Background: an optimization exercise with open tools, aiming at a short achievable clock period and few clock cycles. Do not read the settings as production practice. RTL that was checked went through simulation tests only; none was proved equivalent to the original. No activity file was given, so power comes from the tool's default toggle rates.

## north
Design mips8_cpu, start of the top module:
module mips8_cpu(clk, rst, prog_len, imem_addr, imem_rdata, dmem_addr, dmem_rdata,
                 wb_en, wb_addr, wb_data, done, result);
Settings: LEC_CHECK=0, ABC_CLOCK_PERIOD_IN_PS=2000, CAP_MARGIN=20, CORE_MARGIN=2, CORE_UTILIZATION=40, PLACE_DENSITY=0.6, SETUP_SLACK_MARGIN=3, SLEW_MARGIN=20; clock period 5.0 ns.
run.sh (not shown) runs the stock make flow with config.mk's settings and CLKGATE_MAP_FILE= SYNTH_SCRIPT=/design/flow/synth_recipe.tcl, a recipe that flattens the netlist after the stock synthesis.
north completed end to end with timing, DRC and antenna clean.
diff inputs: north => south
Settings: CORE_UTILIZATION: 40 -> 50; PLACE_DENSITY: 0.6 -> 0.7.
==> notes.md <==
- south finished end to end and its layout was clean on timing, DRC and antenna.
- The cell-internal power of south was superior to that of north.
- From south to north, clock tree buffer depth did not move at all.
- Per the comparison of south with north, final cell count decreased by 280 relative to the old numbers; switching component of the power decreased by 3.0% relative to the old numbers.
No run of this note included a check of the RTL's function; only the layout flow was run.

========
Another version of the RTL of mips8_cpu (not shown whole).
For scale: about 2500 cells after synthesis, about 730 flip-flops, ~89 I/O pins, about 31000 um2 of cells after synthesis.
make LEC_CHECK=0 ABC_CLOCK_PERIOD_IN_PS=2000 CAP_MARGIN=20 CORE_MARGIN=2 CORE_UTILIZATION=40 PLACE_DENSITY=0.6 SETUP_SLACK_MARGIN=3 SLEW_MARGIN=20 finish   # period 5.0 ns
Next try:
--- a/flow/config.mk
+++ b/flow/config.mk
@@ -8 +7,0 @@
-export ABC_CLOCK_PERIOD_IN_PS = 2000
@@ -13 +12 @@
-export SETUP_SLACK_MARGIN = 3
+export SETUP_SLACK_MARGIN = 2.8
Global-route usage went down by 1.3 points.
Clock power stays flat.
Register-to-register slack is worse by 0.04 ns.
Function was not checked in any run of this note: the RTL went through the layout flow alone.

========
## job 4762
Starting RTL as in the previous note.
make LEC_CHECK=0 ABC_CLOCK_PERIOD_IN_PS=10 CAP_MARGIN=20 CORE_MARGIN=2 CORE_UTILIZATION=40 PLACE_DENSITY=0.6 SETUP_SLACK_MARGIN=3 SLEW_MARGIN=20 finish   # period 5.0 ns
Job 4762 ended with every stage complete and zero timing, DRC or antenna violations.
Edits applied to the flow inputs when going from job 4762 to job 6716:
# job 4762
export LEC_CHECK = 0
export ABC_CLOCK_PERIOD_IN_PS = 10
export CAP_MARGIN = 20
export CORE_MARGIN = 2
export CORE_UTILIZATION = 40
export PLACE_DENSITY = 0.6
export SETUP_SLACK_MARGIN = 3
export SLEW_MARGIN = 20
create_clock -name core_clock -period 5.0 [get_ports {clk}]
# job 6716
export LEC_CHECK = 0
export CAP_MARGIN = 20
export CORE_MARGIN = 2
export CORE_UTILIZATION = 50
export PLACE_DENSITY = 0.7
export SETUP_SLACK_MARGIN = 3
export SLEW_MARGIN = 20
create_clock -name core_clock -period 5.0 [get_ports {clk}]
## What came out
- Having completed the whole flow, job 6716 delivered a layout that passed the timing, design-rule and antenna checks.
- Taking job 4762 as the reference, in job 6716 placement-stage cell area fell by 330 um^2, floorplan die area shrank by 20%, setup slack -0.017 ns.
- Against job 4762, job 6716 comes in 0.3 points lower on fraction of power consumed by combinational cells.
- Buffer count excluding the clock tree in the final layout is higher on job 6716
- Flip-flop and latch share of the layout cell area in job 6716 is 0.76 points above job 4762.
- Overall routed net length: job 6716 < job 4762
[inputs] job 236 vs job 6716
# job 6716
export LEC_CHECK = 0
export CAP_MARGIN = 20
export CORE_MARGIN = 2
export CORE_UTILIZATION = 50
export PLACE_DENSITY = 0.7
export SETUP_SLACK_MARGIN = 3
export SLEW_MARGIN = 20
create_clock -name core_clock -period 5.0 [get_ports {clk}]
# job 236
export LEC_CHECK = 0
export ABC_CLOCK_PERIOD_IN_PS = 600
export CAP_MARGIN = 20
export CORE_MARGIN = 2
export CORE_UTILIZATION = 40
export PLACE_DENSITY = 0.6
export SETUP_SLACK_MARGIN = 3
export SLEW_MARGIN = 20
create_clock -name core_clock -period 5.0 [get_ports {clk}]
--- outcome ---
Delta(overall fraction of global-route tracks in use, job 236 - job 6716) < 0
Diff job 236 and job 6716: pin count of the biggest net entering global routing lower in job 6716
The final reports for job 236 and job 6716 show wire length higher in the former.
[diff] static leakage power, job 236 relative to job 6716: regression
Function was not checked in any run of this note: the RTL went through the layout flow alone.

========
mips8_cpu, a different RTL version from the one above (not shown whole).
Size: ~89 I/O pins, about 0.037 sq mm of cells after synthesis.
Design mips8_cpu, start of the top module:
module mips8_cpu(clk, rst, prog_len, imem_addr, imem_rdata, dmem_addr, dmem_rdata,
                 wb_en, wb_addr, wb_data, done, result);
   input clk;
   input rst;
   input [7:0] prog_len;
   output [7:0] imem_addr;
   input [31:0] imem_rdata;
   output [7:0] dmem_addr;
   input [7:0] dmem_rdata;
   output wb_en;
   output [4:0] wb_addr;
   output [7:0] wb_data;
   output done;
   output [7:0] result;
   localparam NB = 8;
   integer i, ia, ib;
   reg [7:0] len_r;
   always @(posedge clk) len_r <= prog_len;
   reg [7:0] rf [1:31];
   reg [7:0] A;
   reg [7:0] An;    
   reg       halted;
   reg       jrchk;
   reg [7:0] pcI;
   reg       vI;
   reg       predI;    
   reg [NB-1:0] idxI;
   reg       vD;
   reg [4:0] rsD, rtD, destD;
   reg [7:0] rsloD, rtloD;
   reg [63:0] csD, ctD;
   reg [7:0] immD, pcD, pc1D, tgtD;
   reg       adduD, sltD, jrD, beqD, bneD, jalD, lwD, addiuD, wenD, useRsD, useRtD;
   reg       pc1_geD;
   reg       sEs, sMs, sWs, sOs, sRs, sEt, sMt, sWt, sOt, sRt;
   reg       hzE, hzM;
   reg       predD;    
   reg       btbD;     
   reg [NB-1:0] idxD;
   reg       vE;
   reg [7:0] opA, opB, pcE, tgtE, next_eqE, next_neE;
   reg       redir_eqE, redir_neE, halt_eqE, halt_neE, tk_eqE, tk_neE;
   reg       sltE, jrE, brE, lwE, wenE;
   reg [4:0] destE;
   reg       predE;
   reg       btbE;
   reg [NB-1:0] idxE;
   reg       mV, mLoad;
   reg [4:0] mDest;
   reg [7:0] mRes;
   reg [7:0] dA;
   reg       wV, wLoad;
   reg [4:0] wDest;
   reg [7:0] wRes;
   reg       oV;
   reg [4:0] oDest;
   reg [7:0] oData;
   reg       done_r;
   reg [4:0] wbA;    
   reg [7:0] wbD;
   reg [7:0] res_r;    
   reg       bv [0:NB-1];
   reg [7:0] btag [0:NB-1];
   reg [7:0] btgt [0:NB-1];
   reg [2:0] brr;
  ...
==> flow/config.mk <==
export PLATFORM = sky130hd
export DESIGN_NAME = mips8_cpu
export DESIGN_NICKNAME = mips8_cpu
export VERILOG_FILES = /design/flow/design.v
export SDC_FILE = /design/flow/constraint.sdc
export NUM_CORES = 4
export LEC_CHECK = 0
export CAP_MARGIN = 20
export CORE_MARGIN = 2
export CORE_UTILIZATION = 40
export PLACE_DENSITY = 0.6
export SETUP_SLACK_MARGIN = 3.3
export SLEW_MARGIN = 20
==> flow/constraint.sdc <==
create_clock -name core_clock -period 5.0 [get_ports {clk}]
set_input_delay 1.0000 -clock core_clock [delete_from_list [all_inputs] [get_ports {clk}]]
set_output_delay 1.0000 -clock core_clock [all_outputs]
set_load 0.01 [all_outputs]
The first run finished with timing, DRC and antenna clean.
Testbench counts at the start, summed over its fixed seeds: cycles 29,145.
Change:
--- a/flow/config.mk
+++ b/flow/config.mk
@@ -10,4 +10,4 @@
 export CORE_UTILIZATION = 40
 export PLACE_DENSITY = 0.6
-export SETUP_SLACK_MARGIN = 3.3
+export SETUP_SLACK_MARGIN = 3
 export SLEW_MARGIN = 20
Outcome: Register-to-register slack is better by 0.05 ns; via count is lower by 5.8%; non-clock buffer count is lower by 186; worst setup slack is better by 0.050 ns; flip-flop and latch count does not change; die area does not change; final area is lower by 8.6%; critical path depth is lower by 1; clock power is lower by 3.2%.

==> afterwards: timing with drivers on the ports <==
In the flow no input, the clock included, has a driving cell. The finished layouts below were timed again as built, in two steps.
Step 1 sets driving cells, clkbuf_16 on the clock port and buf_2 on the other inputs (assumed; they add their load-dependent delay and slew).
Step 2 moves the port delays by t, midway between the first and last clock arrival at a register: inputs arrive t later, outputs are due t later. That takes back most of the time a late clock gives input paths.
Slacks: ideal ports / drivers / drivers and shift; pairs: ideal ports / drivers.
run | shift t [ns] | setup WS [ns] | worst slew at a driven data input, ns
north | 0.713 | 2.099 / 2.099 / 2.099 | 0.08
south | 0.696 | 2.124 / 2.124 / 2.124 | 0.07
the first run of note 2 | 0.700 | 2.364 / 2.399 / 1.699 | 0.11
the second run of note 2 | 0.714 | 2.383 / 2.419 / 1.706 | 0.05
job 4762 | 0.700 | 2.364 / 2.399 / 1.699 | 0.11
job 6716 | 0.702 | 2.347 / 2.375 / 1.674 | 0.09
job 236 | 0.700 | 2.364 / 2.399 / 1.699 | 0.11
the first run of note 4 | 0.705 | 2.745 / 2.692 / 2.175 | 0.08
the second run of note 4 | 0.700 | 2.795 / 2.784 / 2.226 | 0.18
After both steps every run listed still meets setup and hold. For the second run of note 2, which loses most, drivers alone change the setup slack by +0.036 ns; drivers and shift together by -0.677 ns.
